What follows belongs to an exercise in optimizing a design on an open flow for small area and a short achievable clock period; a production flow would make more cautious choices.
At most, simulation tests tie the RTL to the original design; equivalence was not proved.
For run 1, only the layout was checked, not whether the RTL still works.
No activity file was given, so power comes from the tool's default toggle rates.

### config.mk
export PLATFORM = sky130hd
export DESIGN_NAME = mul_pipe
export DESIGN_NICKNAME = mul_pipe
export VERILOG_FILES = /design/flow/design.v
export SDC_FILE = /design/flow/constraint.sdc
export NUM_CORES = 4
export LEC_CHECK = 0
export CAP_MARGIN = 20
export CORE_MARGIN = 2
export CORE_UTILIZATION = 60
export CTS_BUF_LIST = sky130_fd_sc_hd__clkbuf_4 sky130_fd_sc_hd__clkbuf_8
export CTS_CLUSTER_DIAMETER = 60
export CTS_CLUSTER_SIZE = 30
export SETUP_SLACK_MARGIN = 3.0
export SLEW_MARGIN = 20
### constraint.sdc
create_clock -name core_clock -period 5.0 [get_ports {clk_59}]
set_input_delay 1.0000 -clock core_clock [delete_from_list [all_inputs] [get_ports {clk_59}]]
set_output_delay 1.0000 -clock core_clock [all_outputs]
set_load 0.01 [all_outputs]
### design.v
module mul_pipe(
	input [15:0] numA59,
	input [15:0] numB59,
	input clk_59,
	input reset_59,
	output reg [15:0] Acc_result_59
);
wire z1 = (numA59 == 16'h0000) | (numB59 == 16'h0000);
wire s1 = numA59[15] ^ numB59[15];
wire [4:0] e1 = numA59[14:10] + numB59[14:10] + 5'd17;
wire [10:0] bb = {1'b1, numB59[9:0]};
wire [4:0] one1, two1, neg1;
genvar gi;
generate for (gi = 0; gi < 5; gi = gi + 1) begin : benc
	wire b0 = (gi == 0) ? 1'b0 : bb[2*gi-1];
	wire b1 = bb[2*gi];
	wire b2 = bb[2*gi+1];
	assign one1[gi] = b1 ^ b0;
	assign two1[gi] = (b2 & ~b1 & ~b0) | (~b2 & b1 & b0);
	assign neg1[gi] = b2;   
end endgenerate
reg z2, s2; reg [4:0] e2; reg [9:0] ma2; reg [4:0] one2, two2, neg2; reg b9_2;
always @(posedge clk_59) begin
	z2 <= z1; s2 <= s1; e2 <= e1; ma2 <= numA59[9:0];
	one2 <= one1; two2 <= two1; neg2 <= neg1; b9_2 <= numB59[9];
end
wire pp1 = ((one2[0] & ma2[0])) ^ neg2[0];
wire pp2 = ((one2[0] & ma2[1]) | (two2[0] & ma2[0])) ^ neg2[0];
wire pp3 = ((one2[0] & ma2[2]) | (two2[0] & ma2[1])) ^ neg2[0];
wire pp4 = ((one2[0] & ma2[3]) | (two2[0] & ma2[2])) ^ neg2[0];
wire pp5 = ((one2[0] & ma2[4]) | (two2[0] & ma2[3])) ^ neg2[0];
wire pp6 = ((one2[0] & ma2[5]) | (two2[0] & ma2[4])) ^ neg2[0];
wire pp7 = ((one2[0] & ma2[6]) | (two2[0] & ma2[5])) ^ neg2[0];
wire pp8 = ((one2[0] & ma2[7]) | (two2[0] & ma2[6])) ^ neg2[0];
wire pp9 = ((one2[0] & ma2[8]) | (two2[0] & ma2[7])) ^ neg2[0];
wire pp10 = ((one2[0] & ma2[9]) | (two2[0] & ma2[8])) ^ neg2[0];
wire pp11 = (one2[0] | (two2[0] & ma2[9])) ^ neg2[0];
wire pp12 = (two2[0]) ^ neg2[0];
wire pp13 = ((one2[1] & ma2[0])) ^ neg2[1];
wire pp14 = ((one2[1] & ma2[1]) | (two2[1] & ma2[0])) ^ neg2[1];
wire pp15 = ((one2[1] & ma2[2]) | (two2[1] & ma2[1])) ^ neg2[1];
wire pp16 = ((one2[1] & ma2[3]) | (two2[1] & ma2[2])) ^ neg2[1];
wire pp17 = ((one2[1] & ma2[4]) | (two2[1] & ma2[3])) ^ neg2[1];
wire pp18 = ((one2[1] & ma2[5]) | (two2[1] & ma2[4])) ^ neg2[1];
wire pp19 = ((one2[1] & ma2[6]) | (two2[1] & ma2[5])) ^ neg2[1];
wire pp20 = ((one2[1] & ma2[7]) | (two2[1] & ma2[6])) ^ neg2[1];
wire pp21 = ((one2[1] & ma2[8]) | (two2[1] & ma2[7])) ^ neg2[1];
wire pp22 = ((one2[1] & ma2[9]) | (two2[1] & ma2[8])) ^ neg2[1];
wire pp23 = (one2[1] | (two2[1] & ma2[9])) ^ neg2[1];
wire pp24 = (two2[1]) ^ neg2[1];
wire pp25 = ((one2[2] & ma2[0])) ^ neg2[2];
wire pp26 = ((one2[2] & ma2[1]) | (two2[2] & ma2[0])) ^ neg2[2];
wire pp27 = ((one2[2] & ma2[2]) | (two2[2] & ma2[1])) ^ neg2[2];
wire pp28 = ((one2[2] & ma2[3]) | (two2[2] & ma2[2])) ^ neg2[2];
wire pp29 = ((one2[2] & ma2[4]) | (two2[2] & ma2[3])) ^ neg2[2];
wire pp30 = ((one2[2] & ma2[5]) | (two2[2] & ma2[4])) ^ neg2[2];
wire pp31 = ((one2[2] & ma2[6]) | (two2[2] & ma2[5])) ^ neg2[2];
wire pp32 = ((one2[2] & ma2[7]) | (two2[2] & ma2[6])) ^ neg2[2];
wire pp33 = ((one2[2] & ma2[8]) | (two2[2] & ma2[7])) ^ neg2[2];
wire pp34 = ((one2[2] & ma2[9]) | (two2[2] & ma2[8])) ^ neg2[2];
wire pp35 = (one2[2] | (two2[2] & ma2[9])) ^ neg2[2];
wire pp36 = (two2[2]) ^ neg2[2];
wire pp37 = ((one2[3] & ma2[0])) ^ neg2[3];
wire pp38 = ((one2[3] & ma2[1]) | (two2[3] & ma2[0])) ^ neg2[3];
wire pp39 = ((one2[3] & ma2[2]) | (two2[3] & ma2[1])) ^ neg2[3];
wire pp40 = ((one2[3] & ma2[3]) | (two2[3] & ma2[2])) ^ neg2[3];
wire pp41 = ((one2[3] & ma2[4]) | (two2[3] & ma2[3])) ^ neg2[3];
wire pp42 = ((one2[3] & ma2[5]) | (two2[3] & ma2[4])) ^ neg2[3];
wire pp43 = ((one2[3] & ma2[6]) | (two2[3] & ma2[5])) ^ neg2[3];
wire pp44 = ((one2[3] & ma2[7]) | (two2[3] & ma2[6])) ^ neg2[3];
wire pp45 = ((one2[3] & ma2[8]) | (two2[3] & ma2[7])) ^ neg2[3];
wire pp46 = ((one2[3] & ma2[9]) | (two2[3] & ma2[8])) ^ neg2[3];
wire pp47 = (one2[3] | (two2[3] & ma2[9])) ^ neg2[3];
wire pp48 = (two2[3]) ^ neg2[3];
wire pp49 = ((one2[4] & ma2[0])) ^ neg2[4];
wire pp50 = ((one2[4] & ma2[1]) | (two2[4] & ma2[0])) ^ neg2[4];
wire pp51 = ((one2[4] & ma2[2]) | (two2[4] & ma2[1])) ^ neg2[4];
wire pp52 = ((one2[4] & ma2[3]) | (two2[4] & ma2[2])) ^ neg2[4];
wire pp53 = ((one2[4] & ma2[4]) | (two2[4] & ma2[3])) ^ neg2[4];
wire pp54 = ((one2[4] & ma2[5]) | (two2[4] & ma2[4])) ^ neg2[4];
wire pp55 = ((one2[4] & ma2[6]) | (two2[4] & ma2[5])) ^ neg2[4];
wire pp56 = ((one2[4] & ma2[7]) | (two2[4] & ma2[6])) ^ neg2[4];
wire pp57 = ((one2[4] & ma2[8]) | (two2[4] & ma2[7])) ^ neg2[4];
wire pp58 = ((one2[4] & ma2[9]) | (two2[4] & ma2[8])) ^ neg2[4];
wire pp59 = (one2[4] | (two2[4] & ma2[9])) ^ neg2[4];
wire pp60 = (two2[4]) ^ neg2[4];
wire nn61 = ~neg2[0];
wire nn62 = ~neg2[1];
wire nn63 = ~neg2[2];
wire nn64 = ~neg2[3];
wire nn65 = ~neg2[4];
wire pr66 = ~b9_2 & ma2[0];
wire pr67 = b9_2 ? ma2[0] : ma2[1];
wire pr68 = b9_2 ? ma2[1] : ma2[2];
wire pr69 = b9_2 ? ma2[2] : ma2[3];
wire pr70 = b9_2 ? ma2[3] : ma2[4];
wire pr71 = b9_2 ? ma2[4] : ma2[5];
wire pr72 = b9_2 ? ma2[5] : ma2[6];
wire pr73 = b9_2 ? ma2[6] : ma2[7];
wire pr74 = b9_2 ? ma2[7] : ma2[8];
wire pr75 = b9_2 ? ma2[8] : ma2[9];
wire pr76 = b9_2 ? ma2[9] : 1'b1;
wire pr77 = b9_2;
wire s78 = neg2[1] ^ pp3;
wire c79 = neg2[1] & pp3;
wire s80 = pp4 ^ pp14;
wire c81 = pp4 & pp14;
wire s82 = neg2[2] ^ pp5 ^ pp15;
wire c83 = (neg2[2] & pp5) | (neg2[2] & pp15) | (pp5 & pp15);
wire s84 = pp25 ^ c81;
wire c85 = pp25 & c81;
wire s86 = pp6 ^ pp16 ^ pp26;
wire c87 = (pp6 & pp16) | (pp6 & pp26) | (pp16 & pp26);
wire s88 = c83 ^ c85;
wire c89 = c83 & c85;
wire s90 = neg2[3] ^ pp7 ^ pp17;
wire c91 = (neg2[3] & pp7) | (neg2[3] & pp17) | (pp7 & pp17);
wire s92 = pp27 ^ pp37 ^ c87;
wire c93 = (pp27 & pp37) | (pp27 & c87) | (pp37 & c87);
wire s94 = s90 ^ c89;
wire c95 = s90 & c89;
wire s96 = pp8 ^ pp18 ^ pp28;
wire c97 = (pp8 & pp18) | (pp8 & pp28) | (pp18 & pp28);
wire s98 = pp38 ^ c91 ^ s96;
wire c99 = (pp38 & c91) | (pp38 & s96) | (c91 & s96);
wire s100 = neg2[4] ^ pp9 ^ pp19;
wire c101 = (neg2[4] & pp9) | (neg2[4] & pp19) | (pp9 & pp19);
wire s102 = pp29 ^ pp39 ^ pp49;
wire c103 = (pp29 & pp39) | (pp29 & pp49) | (pp39 & pp49);
wire s104 = c97 ^ s100 ^ s102;
wire c105 = (c97 & s100) | (c97 & s102) | (s100 & s102);
wire s106 = pp10 ^ pp20 ^ pp30;
wire c107 = (pp10 & pp20) | (pp10 & pp30) | (pp20 & pp30);
wire s108 = pp40 ^ pp50 ^ c101;
wire c109 = (pp40 & pp50) | (pp40 & c101) | (pp50 & c101);
wire s110 = c103 ^ s106;
wire c111 = c103 & s106;
wire s112 = pr66 ^ pp11 ^ pp21;
wire c113 = (pr66 & pp11) | (pr66 & pp21) | (pp11 & pp21);
wire s114 = pp31 ^ pp41 ^ pp51;
wire c115 = (pp31 & pp41) | (pp31 & pp51) | (pp41 & pp51);
wire s116 = c107 ^ s112 ^ s114;
wire c117 = (c107 & s112) | (c107 & s114) | (s112 & s114);
wire s118 = pr67 ^ pp12 ^ pp22;
wire c119 = (pr67 & pp12) | (pr67 & pp22) | (pp12 & pp22);
wire s120 = pp32 ^ pp42 ^ pp52;
wire c121 = (pp32 & pp42) | (pp32 & pp52) | (pp42 & pp52);
wire s122 = c113 ^ c115 ^ s118;
wire c123 = (c113 & c115) | (c113 & s118) | (c115 & s118);
wire s124 = neg2[0] ^ pr68 ^ pp23;
wire c125 = (neg2[0] & pr68) | (neg2[0] & pp23) | (pr68 & pp23);
wire s126 = pp33 ^ pp43 ^ pp53;
wire c127 = (pp33 & pp43) | (pp33 & pp53) | (pp43 & pp53);
wire s128 = c119 ^ c121 ^ s124;
wire c129 = (c119 & c121) | (c119 & s124) | (c121 & s124);
wire s130 = neg2[0] ^ pr69 ^ pp24;
wire c131 = (neg2[0] & pr69) | (neg2[0] & pp24) | (pr69 & pp24);
wire s132 = pp34 ^ pp44 ^ pp54;
wire c133 = (pp34 & pp44) | (pp34 & pp54) | (pp44 & pp54);
wire s134 = c125 ^ c127 ^ s130;
wire c135 = (c125 & c127) | (c125 & s130) | (c127 & s130);
wire s136 = nn61 ^ nn62 ^ pr70;
wire c137 = (nn61 & nn62) | (nn61 & pr70) | (nn62 & pr70);
wire s138 = pp35 ^ pp45 ^ pp55;
wire c139 = (pp35 & pp45) | (pp35 & pp55) | (pp45 & pp55);
wire s140 = s136 ^ c131 ^ c133;
wire c141 = (s136 & c131) | (s136 & c133) | (c131 & c133);
wire s142 = ~(pr71 ^ pp36);
wire c143 = pr71 | pp36;
wire s144 = pp46 ^ pp56 ^ c137;
wire c145 = (pp46 & pp56) | (pp46 & c137) | (pp56 & c137);
wire s146 = s142 ^ c139;
wire c147 = s142 & c139;
wire s148 = s144 ^ s146;
wire c149 = s144 & s146;
wire s150 = nn63 ^ pr72 ^ pp47;
wire c151 = (nn63 & pr72) | (nn63 & pp47) | (pr72 & pp47);
wire s152 = pp57 ^ c143 ^ s150;
wire c153 = (pp57 & c143) | (pp57 & s150) | (c143 & s150);
wire s154 = c145 ^ c147;
wire c155 = c145 & c147;
wire s156 = ~(pr73 ^ pp48);
wire c157 = pr73 | pp48;
wire s158 = pp58 ^ s156 ^ c151;
wire c159 = (pp58 & s156) | (pp58 & c151) | (s156 & c151);
wire s160 = nn64 ^ pr74 ^ pp59;
wire c161 = (nn64 & pr74) | (nn64 & pp59) | (pr74 & pp59);
wire s162 = c157 ^ s160;
wire c163 = c157 & s160;
wire s164 = ~(pr75 ^ pp60);
wire c165 = pr75 | pp60;
wire s166 = s164 ^ c161;
wire c167 = s164 & c161;
wire s168 = nn65 ^ pr76 ^ c165;
wire c169 = (nn65 & pr76) | (nn65 & c165) | (pr76 & c165);
wire s170 = ~pr77;
wire [5:0] lowsum = {1'b0, s82, c79, pp13, pp2, pp1} + {1'b0, s84, s80, s78, 1'b0, neg2[0]};
reg [43:0] t3; reg z3, s3; reg [4:0] e3;
always @(posedge clk_59) begin
	z3 <= z2; s3 <= s2; e3 <= e2;
	t3 <= {s170, c169, s168, c167, s166, c163, s162, c159, c155, c153, s158, s154, c149, s152, s148, c141, s140, c135, s138, s134, c129, s132, s128, c123, s126, s122, c117, s120, s116, c109, c111, c105, s108, s110, s104, c99, s98, c95, c93, s94, s92, lowsum[5], s88, s86};
end
wire s171 = t3[0] ^ t3[1];
wire c172 = t3[0] & t3[1];
wire s173 = t3[3] ^ t3[4];
wire c174 = t3[3] & t3[4];
wire s175 = t3[5] ^ t3[6] ^ t3[7];
wire c176 = (t3[5] & t3[6]) | (t3[5] & t3[7]) | (t3[6] & t3[7]);
wire s177 = t3[8] ^ t3[9];
wire c178 = t3[8] & t3[9];
wire s179 = t3[10] ^ t3[11] ^ t3[12];
wire c180 = (t3[10] & t3[11]) | (t3[10] & t3[12]) | (t3[11] & t3[12]);
wire s181 = t3[13] ^ t3[14] ^ t3[15];
wire c182 = (t3[13] & t3[14]) | (t3[13] & t3[15]) | (t3[14] & t3[15]);
wire s183 = t3[16] ^ t3[17] ^ t3[18];
wire c184 = (t3[16] & t3[17]) | (t3[16] & t3[18]) | (t3[17] & t3[18]);
wire s185 = t3[19] ^ t3[20] ^ t3[21];
wire c186 = (t3[19] & t3[20]) | (t3[19] & t3[21]) | (t3[20] & t3[21]);
wire s187 = t3[22] ^ t3[23] ^ t3[24];
wire c188 = (t3[22] & t3[23]) | (t3[22] & t3[24]) | (t3[23] & t3[24]);
wire s189 = t3[25] ^ t3[26] ^ t3[27];
wire c190 = (t3[25] & t3[26]) | (t3[25] & t3[27]) | (t3[26] & t3[27]);
wire s191 = t3[28] ^ t3[29];
wire c192 = t3[28] & t3[29];
wire s193 = t3[30] ^ t3[31] ^ t3[32];
wire c194 = (t3[30] & t3[31]) | (t3[30] & t3[32]) | (t3[31] & t3[32]);
wire s195 = t3[33] ^ t3[34] ^ t3[35];
wire c196 = (t3[33] & t3[34]) | (t3[33] & t3[35]) | (t3[34] & t3[35]);
wire s197 = t3[36] ^ t3[37];
wire c198 = t3[36] & t3[37];
wire s199 = t3[38] ^ t3[39];
wire c200 = t3[38] & t3[39];
wire s201 = t3[40] ^ t3[41];
wire c202 = t3[40] & t3[41];
wire s203 = t3[42] ^ t3[43];
wire c204 = t3[42] & t3[43];
wire [14:5] sl3 = {1'b0, c186, c184, c182, c180, c178, c176, c174, c172, t3[2]} + {1'b0, s187, s185, s183, s181, s179, s177, s175, s173, s171};
wire [21:14] xh3 = {c202, c200, c198, c196, c194, c192, c190, c188};
wire [21:14] yh3 = {s203, s201, s199, s197, s195, s193, s191, s189};
reg [13:10] pl4; reg cs4; reg [21:14] g4, p4; reg z4, s4; reg [4:0] e4;
always @(posedge clk_59) begin
	z4 <= z3; s4 <= s3; e4 <= e3; pl4 <= sl3[13:10]; cs4 <= sl3[14];
	g4 <= xh3 & yh3; p4 <= xh3 ^ yh3;
end
wire kg0_1 = g4[15] | (p4[15] & g4[14]);
wire kp0_1 = p4[15] & p4[14];
wire kg0_2 = g4[16] | (p4[16] & g4[15]);
wire kp0_2 = p4[16] & p4[15];
wire kg0_3 = g4[17] | (p4[17] & g4[16]);
wire kp0_3 = p4[17] & p4[16];
wire kg0_4 = g4[18] | (p4[18] & g4[17]);
wire kp0_4 = p4[18] & p4[17];
wire kg0_5 = g4[19] | (p4[19] & g4[18]);
wire kp0_5 = p4[19] & p4[18];
wire kg0_6 = g4[20] | (p4[20] & g4[19]);
wire kp0_6 = p4[20] & p4[19];
wire kg0_7 = g4[21] | (p4[21] & g4[20]);
wire kp0_7 = p4[21] & p4[20];
wire kg1_2 = kg0_2 | (kp0_2 & g4[14]);
wire kp1_2 = kp0_2 & p4[14];
wire kg1_3 = kg0_3 | (kp0_3 & kg0_1);
wire kp1_3 = kp0_3 & kp0_1;
wire kg1_4 = kg0_4 | (kp0_4 & kg0_2);
wire kp1_4 = kp0_4 & kp0_2;
wire kg1_5 = kg0_5 | (kp0_5 & kg0_3);
wire kp1_5 = kp0_5 & kp0_3;
wire kg1_6 = kg0_6 | (kp0_6 & kg0_4);
wire kp1_6 = kp0_6 & kp0_4;
wire kg1_7 = kg0_7 | (kp0_7 & kg0_5);
wire kp1_7 = kp0_7 & kp0_5;
wire kg2_4 = kg1_4 | (kp1_4 & g4[14]);
wire kp2_4 = kp1_4 & p4[14];
wire kg2_5 = kg1_5 | (kp1_5 & kg0_1);
wire kp2_5 = kp1_5 & kp0_1;
wire kg2_6 = kg1_6 | (kp1_6 & kg1_2);
wire kp2_6 = kp1_6 & kp1_2;
wire kg2_7 = kg1_7 | (kp1_7 & kg1_3);
wire kp2_7 = kp1_7 & kp1_3;
wire hc0 = g4[14] | (p4[14] & cs4);
wire hc1 = kg0_1 | (kp0_1 & cs4);
wire hc2 = kg1_2 | (kp1_2 & cs4);
wire hc3 = kg1_3 | (kp1_3 & cs4);
wire hc4 = kg2_4 | (kp2_4 & cs4);
wire hc5 = kg2_5 | (kp2_5 & cs4);
wire hc6 = kg2_6 | (kp2_6 & cs4);
wire hc7 = kg2_7 | (kp2_7 & cs4);
wire [21:14] ph4 = {p4[21] ^ hc6, p4[20] ^ hc5, p4[19] ^ hc4, p4[18] ^ hc3, p4[17] ^ hc2, p4[16] ^ hc1, p4[15] ^ hc0, p4[14] ^ cs4};
wire [21:10] q4 = {ph4, pl4};
wire [9:0] m4 = q4[21] ? q4[20:11] : q4[19:10];
wire [4:0] e4p = e4 + 5'd1;
wire [4:0] x4 = q4[21] ? e4p : e4;
always @(posedge clk_59) begin
	Acc_result_59 <= z4 ? 16'h0000 : {s4, x4, m4};
end
endmodule
### flow/run.sh
#!/bin/bash
# Standard ORFS layout, with plain buffers (instead of the default delay-style
# buffer) on the input and output ports.
set -euo pipefail
export BUFFER_PORTS_ARGS="-buffer_cell sky130_fd_sc_hd__buf_1"
bash standard.sh synth > synth.log 2>&1
bash standard.sh > layout.log 2>&1
### standard.sh
#!/bin/bash
# synth_recipe.tcl (not shown) runs the flow's synth.tcl, then flattens the netlist and writes it again
# the make line also repeats each setting of config.mk as NAME=value (left out here)
make -C /OpenROAD-flow-scripts/flow DESIGN_CONFIG=/design/flow/config.mk WORK_HOME=/design/flow/orfs CLKGATE_MAP_FILE= SYNTH_SCRIPT=/design/flow/synth_recipe.tcl "${@:-finish}"
==> results of run 1 <==
[registers in the layout, indices dropped and copies added, names as in the netlist]
name           cells
t3                44
Acc_result_59     16
ma2               10
p4                 8
g4                 7
e2                 5
e3                 5
e4                 5
neg2               5
one2               5
two2               5
pl4                4
cs4                1
s2                 1
s3                 1
s4                 1
z2                 1
z3                 1
z4                 1
[cell type report]
class	instances	area, um2	share of cell area
Clock buffer	22	302.8	0.04213
Clock inverter	9	107.6	0.01497
Timing Repair Buffer	72	386.6	0.05380
Sequential cell	126	2596	0.3612
Multi-Input combinational cell	360	3500	0.4869
Inverter	32	127.6	0.01776
Tap cell	133	166.4	0.02315
[cells in the mapped netlist (all sizes together)]
cell type | number | area, um2
a21o | 10 | 75.07
or2 | 1 | 6.260
buf | 5 | 21.27
nor3 | 4 | 25.02
nor2 | 9 | 36.29
a21oi | 22 | 113.9
ha | 48 | 600.6
and3 | 1 | 6.260
xor2 | 14 | 122.6
o21bai | 1 | 7.510
nand2 | 9 | 33.78
nor2b | 8 | 50.05
o31ai | 2 | 15.01
nand2b | 4 | 25.02
dfxtp | 126 | 2522
o2111ai | 2 | 17.52
nand4 | 6 | 37.54
nor4 | 8 | 50.05
a31o | 3 | 26.28
mux2 | 7 | 78.83
a211oi | 2 | 20.02
a22oi | 44 | 330.3
or3 | 1 | 6.260
o311ai | 2 | 17.52
nand3 | 10 | 50.05
a221oi | 1 | 8.760
mux2i | 5 | 50.05
o21ai | 19 | 95.09
clkbuf | 27 | 102.6
nand3b | 4 | 30.03
xnor2 | 64 | 560.5
a31oi | 2 | 12.51
o21a | 1 | 7.510
or4 | 2 | 15.01
o211ai | 2 | 15.01
a21boi | 1 | 7.510
inv | 32 | 120.1
fa | 41 | 820.8
[power groups by stage]
stage	sequential [uW]	combinational, uW	clock, uW
floorplan	1530	1240	0
global placement	1570	1550	0
detailed placement	1580	1620	0
CTS	1560	1750	908
global route	1590	2020	954
finish	1550	1780	887
[what timing repair did]
| item | CTS | global route |
|---|---|---|
| setup buffers | 4 | 18 |
| pin swaps | 9 | 13 |
| endpoints found under the setup margin | 39 | 17 |
| cloned | 0 | 0 |
| endpoints found under the hold margin | 0 | 0 |
| resized for setup | 40 | 23 |
[through the flow]
| step | utilization | instance area (um2) | instances |
|---|---|---|---|
| after global routing | 0.7286 | 7187 | 754 |
| after global placement | 0.6526 | 6437 | 701 |
| final | 0.7286 | 7187 | 754 |
| after detailed placement | 0.6526 | 6437 | 701 |
| after floorplan | - | 6216 | 550 |
| after CTS | 0.7059 | 6963 | 736 |
[cells by family (layout without fill, tap and decap cells)]
kind of cell | count (synthesis) | after routing | synth area share
buffers and inverters | 64 | 135 | 0.03973
adder cells (fa/ha/maj) | 89 | 89 | 0.2315
flip-flops | 126 | 126 | 0.4108
multiplexers | 12 | 12 | 0.02099
AO/OA/AOI/OAI | 114 | 114 | 0.1253
AND/OR/NAND/NOR | 67 | 67 | 0.06052
XOR/XNOR | 78 | 78 | 0.1112
[routing by layer]
layer | GRT usage | vias to the layer above | part of all wire
li1 | - | 2017 | -
met1 | 0.2914 | 1971 | 0.45
met2 | 0.3734 | 126 | 0.48
met3 | 0.06488 | 20 | 0.051
met4 | 0.07429 | 0 | 0.018
met5 | 0 | - | 0
[worst max path at each step]
stage	from	end	slack (ns)	cells past startpoint
global placement	neg2[2]	t3[9]	2.58	5
detailed placement	neg2[3]	t3[9]	2.51	5
CTS	t3[13]	cs4	2.94	7
finish	t3[15]	pl4[13]	2.94	8
floorplan	neg2[4]	t3[18]	2.98	4
global route	t3[15]	pl4[13]	2.84	8
==> impl_metrics.py, run 1 <==
metrics = {
    "status": {
        "status": "complete, no violations",
    },
    "cells_and_area": {
        "fin_nets": 732,
        "drive_above_1_share": 0.1868,
        "layout_common_cells": "99 x dfxtp_1, 61 x xnor2_1, 48 x buf_1, 44 x ha_1, 42 x a22oi_1",
        "area_delta_synth_final_pct": 17.03,
        "layout_commonest_cell": "dfxtp_1",
        "fill_cells": 726,
        "antennaDiodeCount": 0,
    },
    "logic_synthesis": {
        "synthCells": 550,
        "synth_seq_cells": 126,
        "synth.distinct_cells": 46,
        "synth.avg_cell_area_um2": 11.17,
        "syn-cell-area_um2": 6141,
        "yosysSeqAreaShare": 0.4108,
        "syn_nets": 673,
        "yosysWarnings": 1,
    },
    "hold_path": {
        "holdCritStartpoint": "e2[2]",
        "hold_path.class": "flip-flop to flip-flop",
        "holdPathStages": 0,
        "min_to": "e3[2]",
    },
    "global_route": {
        "grt_pass1_wl_um": 19380,
        "grt.overflow.total": 0,
        "track_usage": 0.2279,
        "grt_max_degree": 20,
        "grt_pass1_vias": 4059,
        "antenna_found_initial": 0,
    },
    "power": {
        "switching_power_uw": 1493,
        "p_int_uw": 2724,
        "combPwrFrac": 0.421,
        "max-vdd-ir-drop_mv": 0.3155,
        "p_leak_uw": 0.002978,
        "seqPwrFrac": 0.368,
        "pwr-share-clk": 0.210,
        "power_uw": 4217,
        "p_sw_frac": 0.3541,
        "powerDensity_nw_per_um2": 586.8,
    },
    "route": {
        "antenna_left": 0,
        "routed_via_density": 5.483,
        "drt_wl_total_um": 11970,
        "drc": 0,
        "dr.pass1.iters": 5,
        "routedWlPerCell_um": 15.87,
        "drtIter0Drc": 229,
        "vias": 4134,
    },
    "worst_setup_path": {
        "reg2regPathDepth": 8,
        "path_cells": "fa_1 -> ha_4 -> a21o_1 -> a21oi_2 -> nand2_1 -> buf_4 -> o211ai_1 -> o311ai_2",
        "slowest_delay_ns": 0.59,
        "required_ns": 5.31,
        "cp_max_fo": 2,
        "r2r_setup_slack_ns": 2.94,
        "critPathLaunchType": "flip-flop",
        "cp.arrival_ns": 2.37,
        "timing.rr.start": "t3[15]",
        "critPathBufInv": 1,
        "worstSetupPathType": "flip-flop to flip-flop",
        "r2r-end": "pl4[13]",
        "crit_family": "adder cells",
        "critical_path.slowest_cell": "fa_1",
        "end_kind": "flip-flop",
    },
    "place": {
        "place_ws_ns": 2.515,
        "gp_congestion": 0.8989,
        "hpwl_um": 8607,
        "io_buffers": 48,
    },
    "clocking": {
        "ctsRootBufferMaster": "clkbuf_8",
        "cts_tree": "yes",
        "postCtsHoldBufs": 0,
        "cts-buffers-inserted": 17,
        "htree_levels": 4,
        "cts.path.max_buffers": 2,
        "cts.clk_slew.worst_paths_ns": 0.07,
        "cts_sinks": 126,
        "clk_latency_ns": 0.44,
    },
    "sta": {
        "setup_slack_ns": 2.936,
        "whs_ns": 0.3259,
        "fin_tns_setup_ns": 0,
        "finalHoldViolCount": 0,
        "slew_violations": 0,
        "slew-limit-headroom": 0.5136,
        "setup_viol": 0,
        "worst_pin_slew_ns": 0.7248,
        "skew_ns": 0.01401,
        "fmax_mhz": 484.5,
        "period_needed_ns": 2.064,
        "period_share": 0.4128,
        "rsz0062_at_grt": "yes",
    },
    "die": {
        "initial_core_util": 0.6225,
        "fp.dieW_um": 105.2,
        "die-area_um2": 11060,
        "die_y_um": 105.2,
        "num_rows": 36,
        "core_area_um2": 9864,
        "ioPinCount": 50,
    },
    "flow_run": {
        "drv_cap": 0,
    },
}
==> run 2, diff against run 1 <==
--- a/design.v
+++ b/design.v
@@ -19,3 +19,3 @@
 	assign two1[gi] = (b2 & ~b1 & ~b0) | (~b2 & b1 & b0);
-	assign neg1[gi] = b2;   
+	assign neg1[gi] = b2 & ~(b1 & b0);
 end endgenerate
==> run 2 against run 1 <==
  * Clock skew up 0.0047 ns
  * Hold slack worse by 0.0014 ns
  * Sequential cell count up 1
  * Synthesized cell count up 2.5%
  * Sequential share of layout area down 0.28 points
  * Cell area up 1.3%
  * Count of clock-buffer cells in the layout down 5
  * Critical endpoint is now t3[15]
  * Fmax up 4.5%
  * Worst setup slack better by 0.088 ns
  * Routed wire length up 0.57%
  * Critical path type unchanged
  * Core utilization down 1.4 points
==> impl_metrics.py, run 2 <==
metrics = {
    "sta": {
        "period_needed_ns": 1.975,
        "setup_viol": 0,
        "period_share": 0.3951,
        "fmax_mhz": 506.2,
        "slew-limit-headroom": 0.5938,
        "finalHoldViolCount": 0,
        "fin_tns_setup_ns": 0,
        "rsz0062_at_grt": "yes",
        "skew_ns": 0.01872,
        "slew_violations": 0,
        "whs_ns": 0.3245,
        "worst_pin_slew_ns": 0.6074,
    },
    "worst_setup_path": {
        "end_kind": "flip-flop",
        "critical_path.slowest_cell": "fa_1",
        "worstSetupPathDepth": 5,
        "cpMostUsedCell": "fa_1",
        "critPathLaunchType": "flip-flop",
        "crit_family": "adder cells",
        "critPathBufInv": 1,
        "r2r-end": "t3[15]",
        "slowest_delay_ns": 0.54,
        "r2r_setup_slack_ns": 3.02,
        "cp.arrival_ns": 2.29,
        "cp-startpoint": "ma2[6]",
        "timing.rr.start": "ma2[6]",
        "crit_end": "t3[15]",
        "worstSetupPathType": "flip-flop to flip-flop",
        "path_cells": "a22oi_1 -> xnor2_1 -> fa_1 -> inv_1 -> fa_1",
        "cp_max_fo": 12,
        "reg2regPathDepth": 5,
        "required_ns": 5.31,
    },
    "logic_synthesis": {
        "synth_seq_cells": 127,
        "syn_nets": 692,
        "synth-async-reset-ratio": 0,
        "yosysTopAreaCell": "dfxtp_1",
        "synth.top_cells.by_count": "127 x dfxtp_1, 60 x xnor2_1, 52 x ha_1",
        "ys.flop_type": "dfxtp_1",
        "synth_edf_count": 0,
        "synth.distinct_cells": 41,
        "synth_area_leaders": "dfxtp_1 41%, fa_1 14%, ha_1 10%",
        "yosysSeqAreaShare": 0.4083,
        "yosysWarnings": 1,
        "yosysTopAreaCellShare": 0.4083,
        "synth.avg_cell_area_um2": 11.04,
        "syn-cell-area_um2": 6227,
        "yosysMostFrequentCell": "dfxtp_1",
        "synthCells": 564,
    },
    "route": {
        "routed_via_density": 5.502,
        "antenna_left": 0,
        "vias": 4231,
        "dr.pass1.iters": 5,
        "routedWlPerCell_um": 15.65,
        "drtIter0Drc": 202,
        "drc": 0,
        "drt_wl_total_um": 12040,
    },
    "die": {
        "core_area_um2": 10180,
        "die_y_um": 105.9,
        "die-area_um2": 11210,
        "initial_core_util": 0.6114,
        "fp.dieW_um": 105.9,
        "num_rows": 37,
        "ioPinCount": 50,
    },
    "hold_path": {
        "holdCritStartpoint": "s3",
        "hold_path.class": "flip-flop to flip-flop",
    },
    "cells_and_area": {
        "drive_above_1_share": 0.1738,
        "largest_register_ffs": 44,
        "area_delta_synth_final_pct": 16.88,
        "layout_commonest_cell": "dfxtp_1",
        "layout_common_cells": "100 x dfxtp_1, 58 x xnor2_1, 48 x buf_1, 47 x ha_1, 44 x a22oi_1",
        "top_regs": "t3 (44), Acc_result_59 (16), ma2 (10)",
        "final_area_um2": 7278,
        "antennaDiodeCount": 0,
        "top_register": "t3",
        "fin_nets": 748,
    },
    "power": {
        "p_leak_uw": 0.003023,
        "max-vdd-ir-drop_mv": 0.2545,
        "powerDensity_nw_per_um2": 592.0,
    },
    "clocking": {
        "cts.clk_slew.worst_paths_ns": 0.09,
        "cts_sinks": 127,
        "cts-buffers-inserted": 17,
        "ctsRootBufferMaster": "clkbuf_8",
        "htree_levels": 4,
        "cts.path.max_buffers": 2,
        "cts_tree": "yes",
        "clk_latency_ns": 0.45,
    },
    "flow_run": {
        "drv_cap": 0,
    },
    "global_route": {
        "grt_max_degree": 18,
        "track_usage": 0.2272,
        "grt_pass1_wl_um": 19530,
        "grt.overflow.total": 0,
        "antenna_found_initial": 0,
        "grt_pass1_vias": 4104,
    },
    "place": {
        "hpwl_um": 8763,
        "gp_congestion": 0.8796,
        "placed_area_um2": 6501,
        "io_buffers": 48,
    },
    "status": {
        "status": "complete, no violations",
    },
}
-- run 2: cell type report --
class | instances | area (um2)
clock buffer | 17 | 234.0
timing repair buffer | 70 | 355.3
tap | 136 | 170.2
multi-input combinational | 365 | 3536
sequential | 127 | 2609
fill | 778 | 2907
clock inverter | 15 | 220.2
inverter | 39 | 153.9
-- run 2: through the flow --
stage,std cells,setup slack (ns),power (uW),util
after floorplan,564,2.918,2717,-
after global placement,716,2.552,3049,0.6383
after detailed placement,716,2.558,3114,0.6383
after CTS,752,2.987,4293,0.6961
after global routing,769,2.930,4657,0.7146
final,769,3.025,4309,0.7146
-- run 2: metal layers --
| layer | up-vias | track usage | share of wire |
|---|---|---|---|
| met5 | - | 0 | 0 |
| met4 | 0 | 0.08365 | 0.019 |
| met3 | 16 | 0.05937 | 0.055 |
| met2 | 141 | 0.3737 | 0.47 |
| met1 | 2018 | 0.2890 | 0.45 |
| li1 | 2056 | - | - |
-- run 2: worst min path at each step --
stage,endpoint,cells after the start
global placement,z4,0
floorplan,e3[0],0
finish,s4,0
detailed placement,s4,0
CTS,z3,0
global route,s4,0
-- run 2: what timing repair did --
action | 4_1_cts | 5_1_grt
buffers inserted | 4 | 17
pin swaps | 4 | 8
gates resized for setup | 39 | 16
endpoints found under the setup margin | 35 | 15
hold buffers | 0 | 0
-- run 2: report_power, final --
group	internal [uW]	total, uW	leakage (uW)	switching [uW]
registers	1370	1580	0.00107	209
logic	834	1720	0.00172	882
clock network	562	1010	0.000227	451
-- run 2: kinds of logic (layout without fill, tap and decap cells) --
group,after synthesis,in the layout,share of synthesized area
flops,127,127,0.4083
simple gates,71,71,0.06168
fa+ha+maj,94,94,0.2395
buf+inv,72,141,0.04400
compound gates,119,119,0.1296
xor+xnor,71,71,0.09986
mux,10,10,0.01708
-- run 2: worst register-to-register path, delay by kind of cell, from the launching register on --
| family | cells | cell delay, ns |
|---|---|---|
| fa+ha+maj | 2 | 0.97 |
| flops | 1 | 0.50 |
| xor+xnor | 1 | 0.17 |
| compound gates | 1 | 0.16 |
| buf+inv | 1 | 0.05 |
==> run 3, diff against run 2 <==
--- a/config.mk
+++ b/config.mk
@@ -7,2 +7,3 @@
 export LEC_CHECK = 0
+export ABC_AREA = 1
 export CAP_MARGIN = 20
==> run 3 against run 2 <==
  * First-iteration DRC count rose by 60%
  * Final cell count rose by 16%
  * Die area rose by 3.9%
  * Core utilization rose by 0.69 points
  * Count of clock-buffer cells in the layout did not move
  * Cell area rose by 3.3%
  * Critical path depth rose by 2
  * Non-clock buffer count fell by 9
  * Hold slack improved by 0.0060 ns
  * Clock power fell by 15%
  * Still clean
  * Routed wire length rose by 13%
==> impl_metrics.py, run 3 <==
metrics = {
    "logic_synthesis": {
        "yosysTopAreaCell": "dfxtp_1",
        "synth_seq_cells": 127,
        "yosysSeqAreaShare": 0.3923,
        "synth_edf_count": 0,
        "yosysWarnings": 1,
        "yosysTopAreaCellShare": 0.3923,
        "synth.avg_cell_area_um2": 9.573,
        "ys.flop_type": "dfxtp_1",
        "synthCells": 677,
        "synth.top_cells.by_count": "127 x dfxtp_1, 91 x nand2_1, 80 x inv_1",
        "yosysMostFrequentCell": "dfxtp_1",
        "synth-async-reset-ratio": 0,
        "syn_nets": 805,
        "synth.distinct_cells": 32,
        "syn-cell-area_um2": 6481,
        "synth_area_leaders": "dfxtp_1 39%, fa_1 13%, ha_1 10%",
    },
    "power": {
        "seqPwrFrac": 0.358,
        "p_leak_uw": 0.003511,
        "powerDensity_nw_per_um2": 583.2,
        "max-vdd-ir-drop_mv": 0.4322,
        "p_sw_frac": 0.4149,
        "switching_power_uw": 1818,
        "pwr-share-clk": 0.195,
        "combPwrFrac": 0.447,
        "p_int_uw": 2565,
    },
    "die": {
        "fp.dieW_um": 107.9,
        "ioPinCount": 50,
        "die_y_um": 107.9,
        "core_area_um2": 10420,
        "num_rows": 37,
        "initial_core_util": 0.6222,
        "die-area_um2": 11650,
    },
    "clocking": {
        "cts.path.max_buffers": 2,
        "clk_latency_ns": 0.44,
        "ctsRootBufferMaster": "clkbuf_8",
        "htree_levels": 4,
        "cts.clk_slew.worst_paths_ns": 0.08,
        "cts_sinks": 127,
        "cts_tree": "yes",
        "cts-buffers-inserted": 17,
    },
    "worst_setup_path": {
        "cp-startpoint": "ma2[2]",
        "path_cells": "clkinvlp_4 -> buf_4 -> o22ai_1 -> xor2_1 -> fa_1 -> inv_1 -> fa_1",
        "critPathBufInv": 3,
        "end_kind": "flip-flop",
        "critical_path.slowest_cell": "fa_1",
        "slowest_delay_ns": 0.43,
        "cp.arrival_ns": 2.43,
        "cpMostUsedCell": "fa_1",
        "worstSetupPathType": "flip-flop to flip-flop",
        "required_ns": 5.30,
        "critPathLaunchType": "flip-flop",
        "cp_max_fo": 7,
        "timing.rr.start": "ma2[2]",
        "crit_family": "adder cells",
    },
    "sta": {
        "rsz0062_at_grt": "yes",
        "period_needed_ns": 2.133,
        "finalHoldViolCount": 0,
        "skew_ns": 0.01470,
        "period_share": 0.4267,
        "slew-limit-headroom": 0.6501,
        "fmax_mhz": 468.7,
        "fin_tns_setup_ns": 0,
        "setup_viol": 0,
        "worst_pin_slew_ns": 0.5243,
        "slew_violations": 0,
    },
    "global_route": {
        "grt_pass1_vias": 5074,
        "grt_max_degree": 23,
        "antenna_found_initial": 0,
        "grt.overflow.total": 0,
        "grt_pass1_wl_um": 22910,
        "track_usage": 0.2580,
    },
    "cells_and_area": {
        "fill_cells": 817,
        "fin_util": 0.7216,
        "drive_above_1_share": 0.1982,
        "layout_common_cells": "107 x dfxtp_1, 90 x nand2_1, 71 x inv_1, 61 x xor2_1, 48 x buf_1",
        "antennaDiodeCount": 0,
        "fin_nets": 872,
        "area_delta_synth_final_pct": 15.97,
        "regArea_um2": 2590,
        "largest_register_ffs": 44,
        "layout_commonest_cell": "dfxtp_1",
        "multi_input_area_um2": 3643,
        "top_register": "t3",
        "top_regs": "t3 (44), Acc_result_59 (16), ma2 (10)",
    },
    "place": {
        "io_buffers": 48,
        "gp_congestion": 0.9575,
        "hpwl_um": 9935,
    },
    "status": {
        "status": "complete, no violations",
    },
    "route": {
        "drt_wl_total_um": 13620,
        "drc": 0,
        "antenna_left": 0,
        "routedWlPerCell_um": 15.25,
        "drtIter0Drc": 323,
        "dr.pass1.iters": 4,
        "routed_via_density": 5.317,
        "vias": 4748,
    },
    "flow_run": {
        "drv_cap": 0,
    },
    "hold_path": {
        "holdCritStartpoint": "z3",
        "hold_path.class": "flip-flop to flip-flop",
    },
}
run 3: cell families (layout without fill, tap and decap cells):
kind of cell,count (synthesis),after routing,share of synthesized area
adders and majority gates,94,94,0.2301
xor gates and xnor gates,73,73,0.09865
DFF,127,127,0.3923
buffers and inverters,110,190,0.06853
and+or+nand+nor,196,196,0.1388
AOI/OAI and AO/OA,77,77,0.07162
run 3: worst paths after layout:
kind	cells after the start	slack, ns	endpoint
worst max-delay path	7	2.87	t3[15]
worst min-delay path	0	0.33	z4
worst max register to register	7	2.87	t3[15]
worst min register to register	0	0.33	z4
run 3: metrics by stage:
step | hold slack (ns) | total power (uW) | setup slack (ns) | area, um2 | cells
final | 0.3305 | 4383 | 2.867 | 7516 | 893
after global routing | 0.3312 | 4788 | 2.782 | 7516 | 893
after CTS | 0.3313 | 4287 | 2.911 | 7397 | 890
after detailed placement | 0.3132 | 3396 | 2.549 | 6770 | 844
after global placement | 0.3103 | 3286 | 2.570 | 6770 | 844
after floorplan | 0.3096 | 2959 | 3.001 | 6521 | 677
run 3: repair_timing:
item / CTS / global route
resized for setup: 58 / 25
setup buffers: 10 / 3
gates cloned: 4 / 0
pin swaps: 2 / 13
endpoints found under the hold margin: 0 / 0
hold buffers: 0 / 0
setup endpoints to repair: 35 / 23
run 3: worst register-to-register path: stages (launching register included):
cell	delay [ns]
dfxtp_2	0.35
clkinvlp_4	0.18
buf_4	0.19
o22ai_1	0.15
xor2_1	0.20
fa_1	0.43
inv_1	0.09
fa_1	0.42
run 3: per-layer routing:
metal	vias up	share of wire	GRT usage
li1	2321	-	-
met1	2257	0.43	0.3089
met2	145	0.50	0.4497
met3	25	0.051	0.06631
met4	0	0.019	0.09249
met5	-	0	0
run 3: final cells by class:
cell class | count | area share
multi-input cells | 440 | 0.4848
flip-flops and latches | 127 | 0.3446
inverters | 93 | 0.05344
repair buffers | 61 | 0.03912
clock buffers | 17 | 0.03113
well taps | 136 | 0.02264
clock inverters | 15 | 0.02147
repair inverters | 4 | 0.002830
run 3: power groups by stage:
stage	sequential, uW	combinational, uW	clock, uW
after floorplan	1560	1400	0
after global placement	1570	1710	0
after detailed placement	1590	1810	0
after CTS	1570	1850	871
after global routing	1610	2260	922
final	1570	1960	855
==> run 4, diff against run 3 <==
--- a/config.mk
+++ b/config.mk
@@ -7,3 +7,2 @@
 export LEC_CHECK = 0
-export ABC_AREA = 1
 export CAP_MARGIN = 20
@@ -16 +15,2 @@
 export SLEW_MARGIN = 20
+export TNS_END_PERCENT = 0
==> run 4 against run 3 <==
  * Still clean
  * Synthesized area shrank 3.9%
  * Sequential power about the same
  * Critical path depth down 2
  * First-iteration DRC count is 43% lower
  * Clock skew about the same
  * Core utilization fell by 2.8 points
  * Largest power group unchanged
==> impl_metrics.py, run 4 <==
metrics = {
    "status": {
        "status": "complete, no violations",
    },
    "clocking": {
        "cts_tree": "yes",
        "cts-buffers-inserted": 17,
        "cts.path.max_buffers": 2,
        "cts_sinks": 127,
        "cts.clk_slew.worst_paths_ns": 0.08,
        "clk_latency_ns": 0.44,
        "ctsRootBufferMaster": "clkbuf_8",
        "postCtsHoldBufs": 0,
        "htree_levels": 4,
    },
    "route": {
        "dr.pass1.iters": 4,
        "antenna_left": 0,
        "vias": 4155,
        "drtIter0Drc": 183,
        "routed_via_density": 5.511,
        "drc": 0,
        "drt_wl_total_um": 11580,
        "routedWlPerCell_um": 15.36,
    },
    "die": {
        "num_rows": 37,
        "ioPinCount": 50,
        "fp.dieW_um": 105.9,
        "die_y_um": 105.9,
        "die-area_um2": 11210,
        "initial_core_util": 0.6114,
        "core_area_um2": 10180,
    },
    "worst_setup_path": {
        "cp_max_fo": 12,
        "critPathLaunchType": "flip-flop",
        "slowest_delay_ns": 0.55,
        "critical_path.slowest_cell": "fa_1",
        "cp.arrival_ns": 2.32,
        "path_cells": "a22oi_1 -> xnor2_2 -> fa_1 -> inv_1 -> fa_1",
        "worstSetupPathType": "flip-flop to flip-flop",
        "end_kind": "flip-flop",
        "required_ns": 5.31,
        "cpMostUsedCell": "fa_1",
    },
    "sta": {
        "period_needed_ns": 2.009,
        "slew-limit-headroom": 0.5503,
        "fin_tns_setup_ns": 0,
        "rsz0062_at_grt": "yes",
        "fmax_mhz": 497.7,
        "period_share": 0.4019,
        "slew_violations": 0,
        "worst_pin_slew_ns": 0.6736,
        "finalHoldViolCount": 0,
        "setup_viol": 0,
        "skew_ns": 0.01480,
    },
    "global_route": {
        "grt_max_degree": 18,
        "grt.overflow.total": 0,
        "track_usage": 0.2262,
        "grt_pass1_vias": 4079,
        "antenna_found_initial": 0,
        "grt_pass1_wl_um": 19480,
    },
    "cells_and_area": {
        "top_register": "t3",
        "fin_nets": 733,
        "area_delta_synth_final_pct": 13.44,
        "layout_commonest_cell": "dfxtp_1",
        "final_cell_count_no_fill": 754,
        "largest_register_ffs": 44,
        "top_regs": "t3 (44), Acc_result_59 (16), ma2 (10)",
        "drive_above_1_share": 0.1553,
        "antennaDiodeCount": 0,
        "layout_common_cells": "100 x dfxtp_1, 56 x xnor2_1, 48 x ha_1, 48 x buf_1, 43 x a22oi_1",
    },
    "logic_synthesis": {
        "synthCells": 564,
        "synth_area_leaders": "dfxtp_1 41%, fa_1 14%, ha_1 10%",
        "yosysWarnings": 1,
        "syn-cell-area_um2": 6227,
        "synth.distinct_cells": 41,
        "syn_nets": 692,
        "yosysMostFrequentCell": "dfxtp_1",
        "synth.top_cells.by_count": "127 x dfxtp_1, 60 x xnor2_1, 52 x ha_1",
        "synth-async-reset-ratio": 0,
        "yosysSeqAreaShare": 0.4083,
        "yosysTopAreaCell": "dfxtp_1",
        "synth.avg_cell_area_um2": 11.04,
        "ys.flop_type": "dfxtp_1",
        "synth_edf_count": 0,
        "yosysTopAreaCellShare": 0.4083,
        "synth_seq_cells": 127,
    },
    "hold_path": {
        "hold_path.class": "flip-flop to flip-flop",
    },
    "place": {
        "io_buffers": 48,
        "gp_congestion": 0.8763,
        "dp.cells": 715,
        "hpwl_um": 8648,
    },
    "power": {
        "p_leak_uw": 0.002911,
        "powerDensity_nw_per_um2": 576.0,
        "max-vdd-ir-drop_mv": 0.3728,
    },
    "flow_run": {
        "drv_cap": 0,
    },
}
[run 4: cell types whose count changed in the layout (fill, tap and decap cells not counted), sizes merged, moves of 38 or more]
cell	previous run	this run
nand2	108	10
xor2	62	11
xnor2	11	60
inv	88	41
a22oi	0	45
o22ai	44	0
nor2	48	10
[run 4: power by group]
part,internal [uW],switching [uW]
combinational,774,873
clock,413,422
sequential,1370,214
total,2560,1510
[run 4: cell families (layout without fill, tap and decap cells)]
| kind of cell | after synthesis | after routing | synth area share |
|---|---|---|---|
| flops | 127 | 127 | 0.4083 |
| compound gates | 119 | 119 | 0.1296 |
| fa+ha+maj | 94 | 94 | 0.2395 |
| buf+inv | 72 | 126 | 0.04400 |
| xor+xnor | 71 | 71 | 0.09986 |
| simple gates | 71 | 71 | 0.06168 |
| mux | 10 | 10 | 0.01708 |
[run 4: layer usage]
layer	global-route usage	vias to the layer above	routed length (um)
li1	-	2022	-
met1	0.2963	1990	5446
met2	0.3641	125	5365
met3	0.05690	18	578
met4	0.08271	0	189
met5	0	-	0
[run 4: layout make-up]
cell class	count	area, um2
clock buffers	19	249.0
clock inverters	13	132.6
fillers	788	3120
inverters	39	153.9
multi-input cells	365	3537
flip-flops and latches	127	2589
well taps	136	170.2
repair buffers	55	232.7
[run 4: critical path: cells and delay by family (launching register included)]
| kind | cells | cell delay, ns |
|---|---|---|
| buffers and inverters | 1 | 0.06 |
| XOR/XNOR | 1 | 0.18 |
| adder cells (fa/ha/maj) | 2 | 0.98 |
| flip-flops | 1 | 0.49 |
| AO/OA/AOI/OAI | 1 | 0.18 |
[run 4: what timing repair did]
| action | 4_1_cts | 5_1_grt |
|---|---|---|
| buffers inserted | 0 | 7 |
| pin swaps | 0 | 6 |
| resized for setup | 10 | 40 |
| setup endpoints to repair | 46 | 46 |
[run 4: worst paths after layout]
kind              startpoint     to  slack [ns]  cells past startpoint
hold reg to reg        e2[4]  e3[4]        0.33                      0
setup / recovery      ma2[4]  t3[9]        2.99                      5
hold / removal         e2[4]  e3[4]        0.33                      0
setup reg to reg      ma2[4]  t3[9]        2.99                      5
[run 4: per-stage QoR]
step	hold WS (ns)	power [uW]	util	setup slack (ns)	instance area [um2]
6_report	0.3301	4069	0.6936	2.991	7064
5_1_grt	0.3356	4429	0.6936	2.936	7064
4_1_cts	0.3315	3958	0.6746	2.845	6870
3_5_place_dp	0.3121	3102	0.6354	2.506	6471
3_3_place_gp	0.3118	3032	0.6354	2.605	6471
2_1_floorplan	0.3096	2715	-	2.918	6254
==> run 5, diff against run 4 <==
--- a/config.mk
+++ b/config.mk
@@ -13,3 +13,3 @@
 export CTS_CLUSTER_SIZE = 30
-export SETUP_SLACK_MARGIN = 3.0
+export SETUP_SLACK_MARGIN = 3.1
 export SLEW_MARGIN = 20
==> run 5 against run 4 <==
  * Die area did not move
  * Global-route usage rose by 0.61 points
  * First-iteration DRC count rose by 72%
  * Synthesized cell count did not move
  * Largest power group unchanged
  * Sequential cell count did not move
  * Power rose by 2.6%
  * Non-clock buffer count rose by 6
  * Still clean
  * Worst setup slack improved by 0.025 ns
  * Via count fell by 0.36%
  * Final cell count rose by 0.80%
  * Register-to-register slack improved by 0.02 ns
==> impl_metrics.py, run 5 <==
metrics = {
    "place": {
        "place_ws_ns": 2.534,
        "io_buffers": 48,
        "hpwl_um": 8741,
        "gp_congestion": 0.8524,
    },
    "global_route": {
        "grt_pass1_wl_um": 20010,
        "antenna_found_initial": 0,
        "grt_max_degree": 18,
        "grt_pass1_vias": 4149,
        "grt.overflow.total": 0,
        "track_usage": 0.2322,
    },
    "worst_setup_path": {
        "cp_max_fo": 4,
        "crit_family": "adder cells",
        "end_kind": "flip-flop",
        "path_cells": "fa_1 -> ha_4 -> and3_1 -> a21oi_2 -> o211ai_1 -> a211oi_1 -> a21oi_1",
        "critical_path.slowest_cell": "fa_1",
        "worstSetupPathType": "flip-flop to flip-flop",
        "slowest_delay_ns": 0.58,
        "critPathLaunchType": "flip-flop",
        "required_ns": 5.32,
        "cp.arrival_ns": 2.30,
        "critPathBufInv": 0,
    },
    "clocking": {
        "clk_latency_ns": 0.43,
        "cts_sinks": 127,
        "cts.path.max_buffers": 2,
        "cts-buffers-inserted": 17,
        "htree_levels": 4,
        "ctsRootBufferMaster": "clkbuf_8",
        "cts_tree": "yes",
        "cts.clk_slew.worst_paths_ns": 0.08,
    },
    "hold_path": {
        "hold_path.class": "flip-flop to flip-flop",
    },
    "power": {
        "p_int_uw": 2653,
        "p_leak_uw": 0.002954,
        "pwr-share-clk": 0.230,
        "powerDensity_nw_per_um2": 584.6,
        "power_uw": 4174,
        "max-vdd-ir-drop_mv": 0.2550,
        "combPwrFrac": 0.390,
        "switching_power_uw": 1521,
        "seqPwrFrac": 0.380,
        "p_sw_frac": 0.3644,
    },
    "logic_synthesis": {
        "synthXorXnorAreaFrac": 0.09986,
        "yosysTopAreaCell": "dfxtp_1",
        "synthAdderAreaFrac": 0.2395,
        "synthMuxAreaShare": 0.01708,
        "yosysMostFrequentCell": "dfxtp_1",
        "syn-cell-area_um2": 6227,
        "synth_compound_area_frac": 0.1296,
        "synth_edf_count": 0,
        "synth.top_cells.by_count": "127 x dfxtp_1, 60 x xnor2_1, 52 x ha_1",
        "synth.avg_cell_area_um2": 11.04,
        "synth-async-reset-ratio": 0,
        "yosysWarnings": 1,
        "syn_nets": 692,
        "yosysTopAreaCellShare": 0.4083,
        "yosysSeqAreaShare": 0.4083,
        "synth.distinct_cells": 41,
        "synth_area_leaders": "dfxtp_1 41%, fa_1 14%, ha_1 10%",
        "synthCells": 564,
        "synth_seq_cells": 127,
        "ys.flop_type": "dfxtp_1",
        "synth_top_family_by_area": "adder cells",
        "yosys.area_share.simple": 0.06168,
    },
    "cells_and_area": {
        "drive_above_1_share": 0.1538,
        "layout_common_cells": "101 x dfxtp_1, 59 x xnor2_1, 48 x ha_1, 48 x buf_1, 44 x a22oi_1",
        "fin_nets": 739,
        "top_register": "t3",
        "fin_util": 0.7010,
        "layout_commonest_cell": "dfxtp_1",
        "top_regs": "t3 (44), Acc_result_59 (16), ma2 (10)",
        "fill_cells": 777,
        "area_delta_synth_final_pct": 14.65,
        "largest_register_ffs": 44,
        "antennaDiodeCount": 0,
    },
    "die": {
        "die_y_um": 105.9,
        "fp.dieW_um": 105.9,
        "core_area_um2": 10180,
        "initial_core_util": 0.6114,
        "ioPinCount": 50,
        "num_rows": 37,
        "die-area_um2": 11210,
    },
    "sta": {
        "period_needed_ns": 1.985,
        "slew-limit-headroom": 0.5984,
        "rsz0062_at_grt": "yes",
        "skew_ns": 0.01108,
        "whs_ns": 0.3285,
        "worst_pin_slew_ns": 0.6005,
        "period_share": 0.3970,
        "setup_slack_ns": 3.015,
        "fin_tns_setup_ns": 0,
        "setup_viol": 0,
        "finalHoldViolCount": 0,
        "fmax_mhz": 503.8,
        "slew_violations": 0,
    },
    "flow_run": {
        "drv_cap": 0,
    },
    "route": {
        "dr.pass1.iters": 5,
        "antenna_left": 0,
        "vias": 4140,
        "routedWlPerCell_um": 15.77,
        "drtIter0Drc": 315,
        "drc": 0,
        "drt_wl_total_um": 11990,
        "routed_via_density": 5.447,
    },
    "status": {
        "status": "complete, no violations",
    },
}
## run 5: cell counts after synthesis
No cell type changed its count.
## run 5: cells by family (layout without fill, tap and decap cells)
kind of cell,count (synthesis),count (layout)
AOI/OAI and AO/OA,119,119
xor gates and xnor gates,71,71
adders and majority gates,94,94
buffers and inverters,72,132
DFF,127,127
muxes,10,10
and+or+nand+nor,71,71
## run 5: layout make-up
type / count / area, um2 / share of cell area
clock buffers: 17 / 234.0 / 0.03277
clock inverters: 15 / 201.4 / 0.02822
inverters: 39 / 153.9 / 0.02156
multi-input cells: 365 / 3502 / 0.4905
flip-flops and latches: 127 / 2600 / 0.3642
well taps: 136 / 170.2 / 0.02383
repair buffers: 61 / 277.8 / 0.03891
## run 5: path summary, 6_finish.rpt
check             to  cells past startpoint  slack, ns    from
min reg2reg       z4                      0       0.33      z3
max          pl4[12]                      7       3.02  t3[15]
min               z4                      0       0.33      z3
max reg2reg  pl4[12]                      7       3.02  t3[15]
## run 5: layer usage
layer  wire, um  GRT usage
met5          0          0
met4        132    0.07519
met3        701    0.05751
met2       5619     0.3806
met1       5533     0.3031
## run 5: repair_timing
item	CTS	global route
resized for setup	27	19
gates cloned	0	0
pin swaps	1	4
hold buffers	0	0
buffers inserted	0	12
endpoints found under the setup margin	69	63
## run 5: per-stage QoR
stage,cell area [um2],cells
after floorplan,6281,564
after global placement,6501,716
after detailed placement,6501,716
after CTS,6985,748
after global routing,7139,760
final,7139,760
## run 5: power groups by stage
stage / registers [uW] / logic, uW / clock network [uW]
after CTS: 1590 / 1560 / 980
after global placement: 1590 / 1460 / 0
final: 1590 / 1630 / 961
after detailed placement: 1610 / 1510 / 0
after floorplan: 1550 / 1170 / 0
after global routing: 1620 / 1880 / 1030
==> run 6, diff against run 5 <==
--- a/config.mk
+++ b/config.mk
@@ -15,2 +15 @@
 export SLEW_MARGIN = 20
-export TNS_END_PERCENT = 0
==> run 6 against run 5 <==
  * Fmax grew 1.8%
  * Count of clock-buffer cells in the layout is 3 higher
  * Sequential power is essentially flat
  * Power grew 4.2%
  * Sequential share of layout area is 2.0 points lower
  * Routed wire length grew 6.9%
  * Die area unchanged
  * Largest power group unchanged
  * Highest routed layer unchanged
==> impl_metrics.py, run 6 <==
metrics = {
    "logic_synthesis": {
        "synth-async-reset-ratio": 0,
        "synth_edf_count": 0,
        "yosysSeqAreaShare": 0.4083,
        "synth.avg_cell_area_um2": 11.04,
        "yosysWarnings": 1,
        "synth_seq_cells": 127,
        "syn-cell-area_um2": 6227,
        "synth_area_leaders": "dfxtp_1 41%, fa_1 14%, ha_1 10%",
        "synth.top_cells.by_count": "127 x dfxtp_1, 60 x xnor2_1, 52 x ha_1",
        "synthCells": 564,
        "ys.flop_type": "dfxtp_1",
        "yosysMostFrequentCell": "dfxtp_1",
        "syn_nets": 692,
        "synth.distinct_cells": 41,
        "yosysTopAreaCellShare": 0.4083,
        "yosysTopAreaCell": "dfxtp_1",
    },
    "sta": {
        "slew_violations": 0,
        "rsz0062_at_grt": "yes",
        "fmax_mhz": 512.9,
        "setup_viol": 0,
        "slew-limit-headroom": 0.5966,
        "skew_ns": 0.01266,
        "period_needed_ns": 1.950,
        "fin_tns_setup_ns": 0,
        "period_share": 0.3899,
        "finalHoldViolCount": 0,
        "worst_pin_slew_ns": 0.6042,
    },
    "cells_and_area": {
        "top_register": "t3",
        "layout_commonest_cell": "dfxtp_1",
        "fin_util": 0.7538,
        "fin_nets": 761,
        "area_delta_synth_final_pct": 23.29,
        "largest_register_ffs": 44,
        "drive_above_1_share": 0.2833,
        "layout_common_cells": "95 x dfxtp_1, 52 x xnor2_1, 45 x ha_1, 36 x fa_1, 35 x inv_1",
        "multi_input_area_um2": 3750,
        "regArea_um2": 2645,
        "fill_cells": 686,
        "antennaDiodeCount": 0,
        "final_cell_count_no_fill": 782,
        "top_regs": "t3 (44), Acc_result_59 (16), ma2 (10)",
    },
    "die": {
        "num_rows": 37,
        "core_area_um2": 10180,
        "die_y_um": 105.9,
        "initial_core_util": 0.6114,
        "die-area_um2": 11210,
        "ioPinCount": 50,
        "fp.dieW_um": 105.9,
    },
    "route": {
        "antenna_left": 0,
        "routedWlPerCell_um": 16.38,
        "drc": 0,
        "dr.pass1.iters": 5,
        "routed_via_density": 5.541,
        "drtIter0Drc": 188,
        "drt_wl_total_um": 12810,
        "vias": 4333,
    },
    "power": {
        "p_int_uw": 2806,
        "p_leak_uw": 0.003187,
        "combPwrFrac": 0.420,
        "switching_power_uw": 1542,
        "pwr-share-clk": 0.216,
        "p_sw_frac": 0.3547,
        "max-vdd-ir-drop_mv": 0.3223,
        "powerDensity_nw_per_um2": 566.3,
        "seqPwrFrac": 0.364,
    },
    "flow_run": {
        "drv_cap": 0,
    },
    "clocking": {
        "postCtsHoldBufs": 0,
        "cts_sinks": 127,
        "cts.clk_slew.worst_paths_ns": 0.08,
        "cts-buffers-inserted": 17,
        "cts_tree": "yes",
        "cts.path.max_buffers": 2,
        "htree_levels": 4,
        "clk_latency_ns": 0.44,
        "ctsRootBufferMaster": "clkbuf_8",
    },
    "global_route": {
        "antenna_found_initial": 0,
        "grt_max_degree": 18,
        "grt.overflow.total": 0,
        "grt_pass1_vias": 4248,
        "track_usage": 0.2344,
        "grt_pass1_wl_um": 20120,
    },
    "worst_setup_path": {
        "critical_path.slowest_cell": "fa_1",
        "critPathLaunchType": "flip-flop",
        "path_cells": "fa_1 -> ha_4 -> and3_4 -> a21oi_4 -> o211ai_1 -> a211oi_1 -> a21oi_1",
        "required_ns": 5.32,
        "worstSetupPathType": "flip-flop to flip-flop",
        "end_kind": "flip-flop",
        "cp.arrival_ns": 2.26,
        "slowest_delay_ns": 0.57,
        "cp_max_fo": 3,
    },
    "place": {
        "gp_congestion": 0.8981,
        "io_buffers": 48,
        "dp.cells": 716,
        "hpwl_um": 8752,
    },
    "hold_path": {
        "hold_path.class": "flip-flop to flip-flop",
    },
    "status": {
        "status": "complete, no violations",
    },
}
-- run 6: worst paths after layout --
path	slack [ns]	start	end	depth (start not counted)
setup reg to reg	3.05	t3[10]	pl4[12]	7
hold reg to reg	0.32	e3[2]	e4[2]	0
hold / removal	0.32	e3[2]	e4[2]	0
setup / recovery	3.05	t3[10]	pl4[12]	7
-- run 6: what timing repair did --
item	4_1_cts	5_1_grt
hold endpoints to repair	0	0
endpoints found under the setup margin	68	36
resized for setup	71	60
buffers inserted	18	16
pin swaps	12	27
-- run 6: routing by layer --
metal	share of wire	track usage	vias to the layer above
li1	-	-	2086
met1	0.44	0.2921	2072
met2	0.49	0.3949	148
met3	0.050	0.05133	27
met4	0.020	0.09680	0
met5	0	0	-
-- run 6: critical path, delay by kind of cell, from the launching register on --
family | cells | cell delay, ns
fa+ha+maj | 2 | 0.78
flops | 1 | 0.32
simple gates | 1 | 0.17
compound gates | 4 | 0.56
-- run 6: power by group through the flow --
stage                     Combinational (uW)  Clock, uW  Sequential [uW]
after CTS                               1680        955             1570
after global placement                  1490          0             1590
after floorplan                         1210          0             1550
final                                   1830        938             1580
after detailed placement                1540          0             1600
after global routing                    2070       1000             1620
-- run 6: final cells by class --
type | instances | share of cell area
repair buffers | 83 | 0.06910
clock buffers | 20 | 0.03504
well taps | 136 | 0.02216
multi-input cells | 365 | 0.4884
flip-flops and latches | 127 | 0.3445
inverters | 39 | 0.02005
clock inverters | 12 | 0.02070
-- run 6: kinds of logic after synthesis --
group | count (synthesis) | share of synthesized area
AO/OA/AOI/OAI | 119 | 0.1296
XOR/XNOR | 71 | 0.09986
adder cells (fa/ha/maj) | 94 | 0.2395
buffers and inverters | 72 | 0.04400
flip-flops | 127 | 0.4083
multiplexers | 10 | 0.01708
AND/OR/NAND/NOR | 71 | 0.06168
-- run 6: per-stage QoR --
stage | cell area (um2) | total power, uW | hold WS, ns | setup slack (ns)
after floorplan | 6360 | 2757 | 0.3096 | 2.999
after global placement | 6546 | 3087 | 0.3103 | 2.559
after detailed placement | 6546 | 3144 | 0.3121 | 2.536
after CTS | 7307 | 4202 | 0.3232 | 3.040
after global routing | 7677 | 4690 | 0.3309 | 2.959
final | 7677 | 4348 | 0.3211 | 3.050

## separate check: timing with driven ports
In the flow no input, the clock included, has a driving cell. The finished layouts below were timed again as built, in two steps. Step 1 sets driving cells, clkbuf_16 on the clock port and buf_2 on the other inputs (assumed; they add their load-dependent delay and slew). Step 2 adds t to the input delays and takes it off the output delays; t is the mean of the earliest and latest rising clock arrival at the registers after step 1. Input paths then give back, and output paths get back, about the clock's delay inside the block. Slacks: ideal / step 1 / step 2; pairs: ideal / step 1.
run	shift t [ns]	slack for setup (ns)	worst setup path at the end	clock arrival spread, ns
run 1	0.466	2.936 / 2.936 / 2.799	input to register	0.014 / 0.014
run 2	0.477	3.025 / 3.025 / 2.732	input to register	0.018 / 0.019
run 3	0.467	2.867 / 2.867 / 2.762	input to register	0.019 / 0.019
run 4	0.469	2.991 / 2.991 / 2.763	input to register	0.015 / 0.015
run 5	0.460	3.015 / 3.015 / 2.773	input to register	0.011 / 0.011
run 6	0.469	3.050 / 3.050 / 2.805	input to register	0.013 / 0.013
After both steps setup and hold are still met in every run listed. For run 2, which loses most, drivers alone change the setup slack by 0.000 ns; drivers and shift together by -0.293 ns.
